From an optimization exercise on the open Yosys and OpenROAD flow, aimed at small area; shortcuts taken in it are not production practice. Function was checked by simulation only, so behaviour that the tests miss may differ from the original. Power is estimated from default activity; no workload was simulated.

==> flow/design.v <==
module VERILOGStart04(clk, rst, buttonWaitingIN, buttonLeftIN, buttonRightIN, buttonSelectionIN, led1, led5, en);
	output[3:0] led1, en;
	output[6:0] led5;
	input clk, rst, buttonWaitingIN, buttonLeftIN, buttonRightIN, buttonSelectionIN;
	parameter Waiting = 0,
					Selection = 1,
					Payment = 2,
					Implementation = 3,
					Unsuccessful = 4;
	reg[4:0] clkForIndication;
	reg[1:0] indicator;
	reg[3:0] en, led1;
	reg latch, buttonWaitingPrev, buttonLeftPrev, buttonRightPrev, buttonSelectionPrev, buttonWaiting, buttonLeft, buttonRight, buttonSelection, latchButtonWaitingIN, latchButtonLeftIN, latchButtonRightIN, latchButtonSelectionIN;
	reg[10:0] counter;
	reg[6:0] led5, bufferForIndicator0, bufferForIndicator1, bufferForIndicator2, bufferForIndicator3;
	reg[1:0] selectionDrink;
	reg[2:0] stateCoffeeMachine;
	reg[7:0] money, countButtonWaitingIN, countButtonLeftIN, countButtonSelectionIN, countButtonRightIN;
	reg[7:0] procent;
	reg[10:0] procentCount;
	reg[14:0] timeForUnsuccessfulMessage;
	reg[3:0] digit1, digit2, digit3, digitBuf2, digitBuf3;
	always@(posedge clk)
	begin
		if (rst)
		begin
			clkForIndication <= 0;
			indicator <= 0;
		end
		else
		begin
			if (clkForIndication < 5'd25)
				begin
					clkForIndication <= clkForIndication + 1;
				end
			else
				begin
					clkForIndication <= 0;
					if (indicator < 2'd3)
						begin
							indicator <= indicator + 1;
						end
					else
						begin
							indicator <= 0;
						end
				end
		end
	end
	always@(posedge clk)
	begin
		if (rst)
		begin
			en <= 4'b1111;
			led5 <= 7'b0000000;
		end
		else
		begin
			case (indicator)
				2'd0 :
					begin
						en <= 4'b0111;
						led5 <= bufferForIndicator0;
					end
				2'd1 :
					begin
						en <= 4'b1011;
						led5 <= bufferForIndicator1;
					end
				2'd2 :
					begin
						en <= 4'b1101;
						led5 <= bufferForIndicator2;
					end
				2'd3 :
					begin
						en <= 4'b1110;
						led5 <= bufferForIndicator3;
					end
				default :
					begin
						en <= 4'b1111;
						led5 <= 8'b0000000;
					end
			endcase;
		end
	end
	always@(posedge clk)
	begin
		if (rst)
		begin
			counter <= 0;
			latch <= 0;
			led1 <= 4'b0000;
		end
		else
		begin
			case (stateCoffeeMachine)
				Waiting :
					begin
						if (counter < 11'd1667)
							begin
								counter <= counter + 1;
							end
						else
							begin
								counter <= 0;
								if (latch == 1'b0)
									begin
										latch <= 1;
										led1 <= 4'b1111;
									end
								else
									begin
										led1 <= ~led1;
									end
							end
					end
				Selection :
					begin
						latch <= 0;
						led1 <= 4'b0011;
					end
				Payment :
					begin
						latch <= 0;
						led1 <= 4'b0001;
					end
				Implementation :
					begin
						latch <= 0;
						led1 <= 4'b0000;
					end
				Unsuccessful :
					begin
						latch <= 0;
						led1 <= 4'b0000;
					end
				default :
					begin
						latch <= 0;
						led1 <= 4'b1111;
					end
			endcase
		end
	end
	always@(posedge clk)
	begin
		if (rst)
		begin
			buttonWaitingPrev <= 1;
			buttonLeftPrev <= 1;
			buttonRightPrev <= 1;
			buttonSelectionPrev <= 1;
		end
		else
		begin
			buttonWaitingPrev <= buttonWaiting;
			buttonLeftPrev <= buttonLeft;
			buttonRightPrev <= buttonRight;
			buttonSelectionPrev <= buttonSelection;
		end
	end
	always@(posedge clk)
	begin
		if (rst)
		begin
			latchButtonWaitingIN <= 0;
			countButtonWaitingIN <= 0;
			buttonWaiting <= 1;
		end
		else
		begin
			if (buttonWaitingIN == 1)
				begin
					if (latchButtonWaitingIN == 0)
						begin
							latchButtonWaitingIN <= 1;
							countButtonWaitingIN <= 0;
						end
					else
						begin
							if (countButtonWaitingIN < 100)
								countButtonWaitingIN <= countButtonWaitingIN + 1;
							else
								begin
									buttonWaiting <= 1;
									countButtonWaitingIN <= 0;
								end
						end
				end
			else
				begin
					if (latchButtonWaitingIN == 1)
						begin
							latchButtonWaitingIN <= 0;
							countButtonWaitingIN <= 0;
						end
					else
						begin
							if (countButtonWaitingIN < 100)
								countButtonWaitingIN <= countButtonWaitingIN + 1;
							else
								begin
									buttonWaiting <= 0;
									countButtonWaitingIN <= 0;
								end
						end
				end
		end
	end
	always@(posedge clk)
	begin
		if (rst)
		begin
			latchButtonLeftIN <= 1;
			countButtonLeftIN <= 0;
			buttonLeft <= 1;
		end
		else
		begin
			if (buttonLeftIN == 1)
				begin
					if (latchButtonLeftIN == 0)
						begin
							latchButtonLeftIN <= 1;
							countButtonLeftIN <= 0;
						end
					else
						begin
							if (countButtonLeftIN < 100)
								countButtonLeftIN <= countButtonLeftIN + 1;
							else
								begin
									buttonLeft <= 1;
									countButtonLeftIN <= 0;
								end
						end
				end
			else
				begin
					if (latchButtonLeftIN == 1)
						begin
							latchButtonLeftIN <= 0;
							countButtonLeftIN <= 0;
						end
					else
						begin
							if (countButtonLeftIN < 100)
								countButtonLeftIN <= countButtonLeftIN + 1;
							else
								begin
									buttonLeft <= 0;
									countButtonLeftIN <= 0;
								end
						end
				end
		end
	end
	always@(posedge clk)
	begin
		if (rst)
		begin
			latchButtonRightIN <= 1;
			countButtonRightIN <= 0;
			buttonRight <= 1;
		end
		else
		begin
			if (buttonRightIN == 1)
				begin
					if (latchButtonRightIN == 0)
						begin
							latchButtonRightIN <= 1;
							countButtonRightIN <= 0;
						end
					else
						begin
							if (countButtonRightIN < 100)
								countButtonRightIN <= countButtonRightIN + 1;
							else
								begin
									buttonRight <= 1;
									countButtonRightIN <= 0;
								end
						end
				end
			else
				begin
					if (latchButtonRightIN == 1)
						begin
							latchButtonRightIN <= 0;
							countButtonRightIN <= 0;
						end
					else
						begin
							if (countButtonRightIN < 100)
								countButtonRightIN <= countButtonRightIN + 1;
							else
								begin
									buttonRight <= 0;
									countButtonRightIN <= 0;
								end
						end
				end
		end
	end
	always@(posedge clk)
	begin
		if (rst)
		begin
			latchButtonSelectionIN <= 1;
			countButtonSelectionIN <= 0;
			buttonSelection <= 1;
		end
		else
		begin
			if (buttonSelectionIN == 1)
				begin
					if (latchButtonSelectionIN == 0)
						begin
							latchButtonSelectionIN <= 1;
							countButtonSelectionIN <= 0;
						end
					else
						begin
							if (countButtonSelectionIN < 100)
								countButtonSelectionIN <= countButtonSelectionIN + 1;
							else
								begin
									buttonSelection <= 1;
									countButtonSelectionIN <= 0;
								end
						end
				end
			else
				begin
					if (latchButtonSelectionIN == 1)
						begin
							latchButtonSelectionIN <= 0;
							countButtonSelectionIN <= 0;
						end
					else
						begin
							if (countButtonSelectionIN < 100)
								countButtonSelectionIN <= countButtonSelectionIN + 1;
							else
								begin
									buttonSelection <= 0;
									countButtonSelectionIN <= 0;
								end
						end
				end
		end
	end
	always@(posedge clk)
	begin
		if (rst)
		begin
			stateCoffeeMachine <= Waiting;
			selectionDrink <= 0;
			money <= 0;
			procent <= 0;
			procentCount <= 0;
			timeForUnsuccessfulMessage <= 0;
		end
		else
		begin
				case (stateCoffeeMachine)
					Waiting :
						begin
							if ((buttonWaiting == 0 && buttonWaitingPrev == 1) ||
								(buttonLeft == 0 && buttonLeftPrev == 1) ||
								(buttonRight == 0 && buttonRightPrev == 1) ||
								(buttonSelection == 0 && buttonSelectionPrev == 1))
								begin
									stateCoffeeMachine <= Selection;
								end
							selectionDrink <= 0;
							money <= 0;
							procent <= 0;
							procentCount <= 0;
							timeForUnsuccessfulMessage <= 0;
						end
					Selection :
						begin
							if (buttonLeft == 0 && buttonLeftPrev == 1)
								begin
									if (selectionDrink == 0)
										selectionDrink <= 3;
									else
										selectionDrink <= selectionDrink - 1;
								end
							else if (buttonRight == 0 && buttonRightPrev == 1)
								begin
									if (selectionDrink == 3)
										selectionDrink <= 0;
									else
										selectionDrink <= selectionDrink + 1;
								end
							else if (buttonSelection == 0 && buttonSelectionPrev == 1)
								begin
									stateCoffeeMachine <= Payment;
								end
							else if (buttonWaiting == 0 && buttonWaitingPrev == 1)
								begin
									stateCoffeeMachine <= Waiting;
								end
						end
					Payment :
						begin
							if (buttonLeft == 0 && buttonLeftPrev == 1)
								begin
									if (money > 0)
										money <= money - 5;
								end
							else if (buttonRight == 0 && buttonRightPrev == 1)
								begin
									if (money < 50)
										money <= money + 5;
								end
							else if (buttonSelection == 0 && buttonSelectionPrev == 1)
								begin
									case (selectionDrink)
										0 :
											begin
												if (money >= 10)
													stateCoffeeMachine <= Implementation;
												else
													stateCoffeeMachine <= Unsuccessful;
											end
										1 :
											begin
												if (money >= 20)
													stateCoffeeMachine <= Implementation;
												else
													stateCoffeeMachine <= Unsuccessful;
											end
										2 :
											begin
												if (money >= 35)
													stateCoffeeMachine <= Implementation;
												else
													stateCoffeeMachine <= Unsuccessful;
											end
										3 :
											begin
												if (money >= 50)
													stateCoffeeMachine <= Implementation;
												else
													stateCoffeeMachine <= Unsuccessful;
											end
										default : stateCoffeeMachine <= Waiting;
									endcase
								end
							else if (buttonWaiting == 0 && buttonWaitingPrev == 1)
								begin
									stateCoffeeMachine <= Waiting;
								end
						end
					Implementation :
						begin
							if (procent > 100)
								stateCoffeeMachine <= Waiting;
							else
								begin
									if (procentCount < 2000)
										procentCount <= procentCount + 1;
									else
										begin
											procentCount <= 0;
											procent <= procent + 1;
										end
								end
						end
					Unsuccessful :
						begin
							if (timeForUnsuccessfulMessage < 20000)
								timeForUnsuccessfulMessage <= timeForUnsuccessfulMessage + 1;
							else
								stateCoffeeMachine <= Waiting;
						end
					default : ;
				endcase
		end
	end
	always@(posedge clk)
	begin
		if (rst)
		begin
			bufferForIndicator0 <= 0;
			bufferForIndicator1 <= 0;
			bufferForIndicator2 <= 0;
			bufferForIndicator3 <= 0;
			digit1 <= 0;
			digit2 <= 0;
			digit3 <= 0;
			digitBuf2 <= 0;
			digitBuf3 <= 0;
		end
		else
		begin
				case (stateCoffeeMachine)
					Waiting :
						begin
							bufferForIndicator0 <= 7'b1111111;
							bufferForIndicator1 <= 7'b1111111;
							bufferForIndicator2 <= 7'b1111111;
							bufferForIndicator3 <= 7'b1111111;
						end
					Selection :
						begin
							case (selectionDrink)
								2'd0 :
									begin
										bufferForIndicator0 <= 7'b1111111;
										bufferForIndicator1 <= 7'b0110000;
										bufferForIndicator2 <= 7'b0100100;
										bufferForIndicator3 <= 7'b0011000;
									end
								2'd1 :
									begin
										bufferForIndicator0 <= 7'b1111111;
										bufferForIndicator1 <= 7'b0110001;
										bufferForIndicator2 <= 7'b0000001;
										bufferForIndicator3 <= 7'b0111000;
									end
								2'd2 :
									begin
										bufferForIndicator0 <= 7'b1111111;
										bufferForIndicator1 <= 7'b0110001;
										bufferForIndicator2 <= 7'b0001000;
										bufferForIndicator3 <= 7'b0011000;
									end
								2'd3 :
									begin
										bufferForIndicator0 <= 7'b1111111;
										bufferForIndicator1 <= 7'b1110001;
										bufferForIndicator2 <= 7'b0001000;
										bufferForIndicator3 <= 7'b1110000;
									end
								default
									begin
										bufferForIndicator0 <= 7'b1111111;
										bufferForIndicator1 <= 7'b1111111;
										bufferForIndicator2 <= 7'b1111111;
										bufferForIndicator3 <= 7'b1111111;
									end
							endcase
						end
					Payment :
						begin
							bufferForIndicator0 <= 7'b1111111;
							bufferForIndicator1 <= 7'b1111111;
							digitBuf3 <= money % 10;
							digitBuf2 <= (money - (money % 10)) / 10;
							digit3 <= digitBuf3;
							digit2 <= digitBuf2;
								case (digit3)
									0 : bufferForIndicator3 <= 7'b0000001;
									1 : bufferForIndicator3 <= 7'b1001111;
									2 : bufferForIndicator3 <= 7'b0010010;
									3 : bufferForIndicator3 <= 7'b0000110;
									4 : bufferForIndicator3 <= 7'b1001100;
									5 : bufferForIndicator3 <= 7'b0100100;
									6 : bufferForIndicator3 <= 7'b0100000;
									7 : bufferForIndicator3 <= 7'b0001111;
									8 : bufferForIndicator3 <= 7'b0000000;
									9 : bufferForIndicator3 <= 7'b0000100;
									default : bufferForIndicator3 <= 7'b0000001;
								endcase
								case (digit2)
									0 :
										begin
											if (money > 9)
												bufferForIndicator2 <= 7'b0000001;
											else
												bufferForIndicator2 <= 7'b1111111;
										end
									1 : bufferForIndicator2 <= 7'b1001111;
									2 : bufferForIndicator2 <= 7'b0010010;
									3 : bufferForIndicator2 <= 7'b0000110;
									4 : bufferForIndicator2 <= 7'b1001100;
									5 : bufferForIndicator2 <= 7'b0100100;
									6 : bufferForIndicator2 <= 7'b0100000;
									7 : bufferForIndicator2 <= 7'b0001111;
									8 : bufferForIndicator2 <= 7'b0000000;
									9 : bufferForIndicator2 <= 7'b0000100;
									default : bufferForIndicator2 <= 7'b0000001;
								endcase
						end
					Implementation :
						begin
							bufferForIndicator0 <= 7'b1111111;
							digit3 <= procent % 10;
							if (procent == 100)
								digit2 <= 0;
							else
								digit2 <= (procent - (procent % 10)) / 10;
							digit1 <= (procent - (procent % 100)) / 100;
							case (digit3)
									0 : bufferForIndicator3 <= 7'b0000001;
									1 : bufferForIndicator3 <= 7'b1001111;
									2 : bufferForIndicator3 <= 7'b0010010;
									3 : bufferForIndicator3 <= 7'b0000110;
									4 : bufferForIndicator3 <= 7'b1001100;
									5 : bufferForIndicator3 <= 7'b0100100;
									6 : bufferForIndicator3 <= 7'b0100000;
									7 : bufferForIndicator3 <= 7'b0001111;
									8 : bufferForIndicator3 <= 7'b0000000;
									9 : bufferForIndicator3 <= 7'b0000100;
									default : bufferForIndicator3 <= 7'b0000001;
							endcase
								case (digit2)
									0 :
										begin
											if (procent > 9)
													bufferForIndicator2 <= 7'b0000001;
											else
												bufferForIndicator2 <= 7'b1111111;
										end
									1 : bufferForIndicator2 <= 7'b1001111;
									2 : bufferForIndicator2 <= 7'b0010010;
									3 : bufferForIndicator2 <= 7'b0000110;
									4 : bufferForIndicator2 <= 7'b1001100;
									5 : bufferForIndicator2 <= 7'b0100100;
									6 : bufferForIndicator2 <= 7'b0100000;
									7 : bufferForIndicator2 <= 7'b0001111;
									8 : bufferForIndicator2 <= 7'b0000000;
									9 : bufferForIndicator2 <= 7'b0000100;
									default : bufferForIndicator2 <= 7'b0000001;
								endcase
								case (digit1)
									0 :
										begin
											if (procent > 99)
												bufferForIndicator1 <= 7'b0000001;
											else
												bufferForIndicator1 <= 7'b1111111;
										end
									1 : bufferForIndicator1 <= 7'b1001111;
									2 : bufferForIndicator1 <= 7'b0010010;
									3 : bufferForIndicator1 <= 7'b0000110;
									4 : bufferForIndicator1 <= 7'b1001100;
									5 : bufferForIndicator1 <= 7'b0100100;
									6 : bufferForIndicator1 <= 7'b0100000;
									7 : bufferForIndicator1 <= 7'b0001111;
									8 : bufferForIndicator1 <= 7'b0000000;
									9 : bufferForIndicator1 <= 7'b0000100;
									default : bufferForIndicator1 <= 7'b0000001;
								endcase
						end
					Unsuccessful :
						begin
							bufferForIndicator0 <= 7'b1111111;
							bufferForIndicator1 <= 7'b1110001;
							bufferForIndicator2 <= 7'b0100100;
							bufferForIndicator3 <= 7'b0100100;
						end
					default :
						begin
							bufferForIndicator0 <= 7'b1111111;
							bufferForIndicator1 <= 7'b1111111;
							bufferForIndicator2 <= 7'b1111111;
							bufferForIndicator3 <= 7'b1111111;
						end
				endcase
		end
	end
endmodule
==> flow/run.sh <==
#!/bin/bash
# synth_recipe.tcl (not shown) runs the flow's synth.tcl, then flattens the netlist and writes it again
# the make line also repeats each setting of config.mk as NAME=value (left out here)
make -C /OpenROAD-flow-scripts/flow DESIGN_CONFIG=/design/flow/config.mk WORK_HOME=/design/flow/orfs CLKGATE_MAP_FILE= SYNTH_SCRIPT=/design/flow/synth_recipe.tcl finish
==> flow/config.mk <==
export PLATFORM = sky130hd
export DESIGN_NAME = VERILOGStart04
export DESIGN_NICKNAME = VERILOGStart04
export VERILOG_FILES = /design/flow/design.v
export SDC_FILE = /design/flow/constraint.sdc
export NUM_CORES = 4
export LEC_CHECK = 0
export CAP_MARGIN = 20
export CORE_MARGIN = 2
export CORE_UTILIZATION = 40
export SLEW_MARGIN = 20
==> flow/constraint.sdc <==
create_clock -name core_clock -period 20.0 [get_ports {clk}]
set_input_delay 4.0000 -clock core_clock [delete_from_list [all_inputs] [get_ports {clk}]]
set_output_delay 4.0000 -clock core_clock [all_outputs]
set_load 0.01 [all_outputs]
==> summary.md <==
| Metric | Value |
|---|---|
| Run status | `complete, no violations` |
| IO buf count | `20` |
| R2R setup slack | `8.76 ns` |
| Number of flops mapped to enable cells by yosys | `0` |
| Reg2reg end | `digitBuf2[0]$_SDFFE_PP0P_` |
| Setup Viol. Count Final | `0` |
| Crit Path Max Fanout | `26` |
| Vias in the first global route | `14,000` |
| Clock skew | `0.0159 ns` |
| Initial antenna violation count | `0` |
| H-tree depth | `4` |
| Leakage dissipation | `6.25 nW` |
| # hold bufs at CTS | `0` |
| Hold slack final | `0.440 ns` |
| CTS Buf Count | `17` |
| Via Count | `15,300` |
| Max_cap viols | `0` |
| Synthesized area | `15,400 µm²` |
| Post-route DRC | `0` |
| Layout area overhead | `7.39%` |
| Setup tns final | `0 ns` |
| PnR worst setup slack | `8.76 ns` |
| Top_reg_cell synth | `dfxtp_1` |
| Flip-flop and latch area | `3480 µm²` |
| Dpl cell area | `16,000 µm²` |
| Crit path from | `money[5]$_SDFFE_PP0P_` |
| CP max stage delay | `0.90 ns` |
| Chip height | `200 µm` |
| Post-route ant nets | `0` |
| Final net count | `2,129` |
| Worst EP arrival | `11.54 ns` |
| Mean Syn Cell Area | `7.39 µm²` |
| Post-layout util | `43.8%` |
| Worst Reg-to-Reg Cells | `39` |
| Worst Hold Class | `flip-flop to flip-flop` |
| Final Instance Area | `16,600 µm²` |
| Root buffer cell | `clkbuf_16` |
| Register area share after synthesis | `22.6%` |
| Cell Count, Final, Fillers Out | `2,577` |
| Initial DRC Count | `1,068` |
| Routed WL per cell | `15.3 µm` |
| Delay-heaviest family, CP | `compound AO/OA/AOI/OAI gates` |
| Clock sink count | `174` |
| Total gr overflow | `0` |
| PwrDens | `184 nW/µm²` |
| Full die area | `40,200 µm²` |
| Routability Congestion | `0.910` |
| Core box area | `37,800 µm²` |
| Starting Density | `40.8%` |
| RSZ-0062 raised after global routing | `no` |
| GRT Resource Usage Total | `19.0%` |
| Multi-input logic area | `11,300 µm²` |
| Ant diodes | `0` |
| Async S/R FF share, synth | `0%` |
| Yosys reg bits | `174` |
| VDD IR max | `0.000252 V` |
| Drt pass-1 iters | `5` |
| Reg clk slew, reported paths | `0.07 ns` |
| Fill cell count | `3,854` |
| Hold path startpoint | `countButtonRightIN[0]$_SDFF_PP0_` |
| Synth Warn # | `1` |
| Final hold viol count | `0` |
| Total power | `3.06 mW` |
| CTS tree | `yes` |
| Cts repair resizes | `0` |
| Hold worst-path end | `countButtonRightIN[0]$_SDFF_PP0_` |
| CP Launch Type | `flip-flop` |
| Buffer depth of the longest clock path | `2` |
| Syn Inst Count | `2,090` |
| FMAX | `0.0890 GHz` |
| Critical path capture point type | `flip-flop` |
| Cells after DPL | `2,545` |
| Critical Path RT | `20.30 ns` |
| Worst slew margin | `36.9%` |
| Num rows | `71` |
| Num ports | `21` |
| Setup repair bufs after CTS | `0` |
| Place WS | `8.99 ns` |
| Part of the cycle the worst path needs | `56.2%` |
| Post-DP HPWL | `29,000 µm` |
| Pin count of the biggest net entering global routing | `73` |
| Commonest cells after routing, fill and taps aside | `nor2_1 (264), nand2_1 (208), dfxtp_1 (174)` |
| Final wirelength | `39,500 µm` |
| First-pass GRT wire length | `66,400 µm` |
| Library cells used by synthesis | `120` |
| Chip width | `200 µm` |
| CP bufs+invs | `1` |
| Worst Tran Pin Value | `0.935 ns` |
| CP most frequent cell | `nor3_1` |
| Share of layout cells above drive strength 1 | `7.60%` |
| Worst skew pair latency | `0.44 ns` |
| Vias per inst | `5.93` |
| Slew Limit Fails | `0` |
| RR Startpoint | `money[5]$_SDFFE_PP0P_` |
| Most common cell after layout, fill and taps aside | `nor2_1` |
| Critical path class | `flip-flop to flip-flop` |
| Hold Path Depth | `1` |
| Slowest cell on the critical path | `dfxtp_1` |
| Final min period | `11.24 ns` |
worst reg2reg max path, delay by kind of cell (launching register included):
family | cells | cell delay, ns
AOI/OAI and AO/OA | 20 | 4.59
and+or+nand+nor | 15 | 4.05
DFF | 1 | 0.90
adders and majority gates | 2 | 0.81
muxes | 1 | 0.61
buffers and inverters | 1 | 0.14
cells by family after synthesis:
kind of cell	Yosys count	share of synthesized area [%]
buf+inv	159	4.13
compound gates	683	31.3
flops	174	22.6
mux	19	1.34
other cells	1	0.0243
fa+ha+maj	80	6.39
xor+xnor	118	6.69
simple gates	856	27.6
how the worst max path moves through the flow:
| stage | end | slack, ns | cells after the start |
|---|---|---|---|
| 2_1_floorplan | digitBuf2[0]$_SDFFE_PP0P_ | 10.72 | 41 |
| 3_3_place_gp | digitBuf2[0]$_SDFFE_PP0P_ | 9.30 | 39 |
| 3_5_place_dp | digitBuf2[0]$_SDFFE_PP0P_ | 8.99 | 39 |
| 4_1_cts | digitBuf2[0]$_SDFFE_PP0P_ | 8.92 | 39 |
| 5_1_grt | digitBuf2[0]$_SDFFE_PP0P_ | 7.81 | 39 |
| 6_report | digitBuf2[0]$_SDFFE_PP0P_ | 8.76 | 39 |
layout make-up:
cell class,instances,share of cell area (%)
Clock buffer,18,2.65
Clock inverter,14,0.875
Inverter,67,1.52
Multi-Input combinational cell,1760,68.3
Sequential cell,174,21.0
Tap cell,511,3.86
Timing Repair Buffer,33,1.77
routing by layer:
metal / wire length (µm) / up-vias / GRT usage, % / share of wire (%)
met5: 0 / - / 0 / 0
li1: - / 7672 / - / -
met4: 642 / 0 / 5.11 / 1.6
met2: 18300 / 385 / 31.7 / 46
met1: 19000 / 7165 / 25.7 / 48
met3: 1560 / 59 / 2.47 / 3.9
registers in the layout (all words and copies together) (netlist names), 5 cells and up, named ones only:
| register | flops |
|---|---|
| countButtonWaitingIN | 8 |
| money | 8 |
| procent | 8 |
| procentCount | 11 |
| bufferForIndicator2 | 7 |
| clkForIndication | 5 |
| timeForUnsuccessfulMessage | 15 |
| bufferForIndicator3 | 7 |
| counter | 11 |
| led5 | 7 |
| bufferForIndicator1 | 7 |
| countButtonRightIN | 8 |
| countButtonLeftIN | 8 |
| countButtonSelectionIN | 8 |
Yosys cell counts (38+ instances only):
| master | number | area share, % |
|---|---|---|
| dfxtp_1 | 174 | 23 |
| nand3_1 | 57 | 1.8 |
| o21ai_0 | 112 | 3.6 |
| nor3_1 | 74 | 2.4 |
| nor2_1 | 264 | 6.4 |
| xnor2_1 | 71 | 4.0 |
| a21o_1 | 38 | 1.8 |
| xor2_1 | 47 | 2.7 |
| clkbuf_1 | 64 | 1.6 |
| a21oi_1 | 163 | 5.3 |
| nand2_1 | 208 | 5.1 |
| inv_1 | 63 | 1.5 |
| ha_1 | 69 | 5.6 |
where the power goes:
| part | leakage, nW | switching, mW | internal, mW | total (mW) |
|---|---|---|---|---|
| Clock | 0.293 | 0.152 | 0.179 | 0.331 |
| Sequential | 1.42 | 0.0429 | 0.390 | 0.432 |
| Combinational | 4.54 | 1.45 | 0.849 | 2.30 |
| Total | 6.25 | 1.64 | 1.42 | 3.06 |

==> afterwards: timing with drivers on the ports <==
In the flow no input, the clock included, has a driving cell. The finished layout below was timed again as built, in two steps.
Step 1, drivers: a clkbuf_16 drives clk and a buf_2 each remaining input, both assumed.
Step 2 times the ports against the registers' clock, not the clock port: input delays grow and output delays shrink by t, the midpoint of the rising clock arrivals with the driver on.
Slacks: ideal ports / drivers / drivers and shift; pairs: ideal ports / drivers.
shift t [ns]: 0.477
setup WS [ns]: 8.759 / 8.759 / 8.759
worst setup path after step 2: register to register
worst register clock-pin slew, ns: 0.07 / 0.07
cell pins on the clock port's net: 1
After both steps this run still meets setup and hold. For this run, drivers alone change the setup slack by 0.000 ns; drivers and shift together by 0.000 ns.
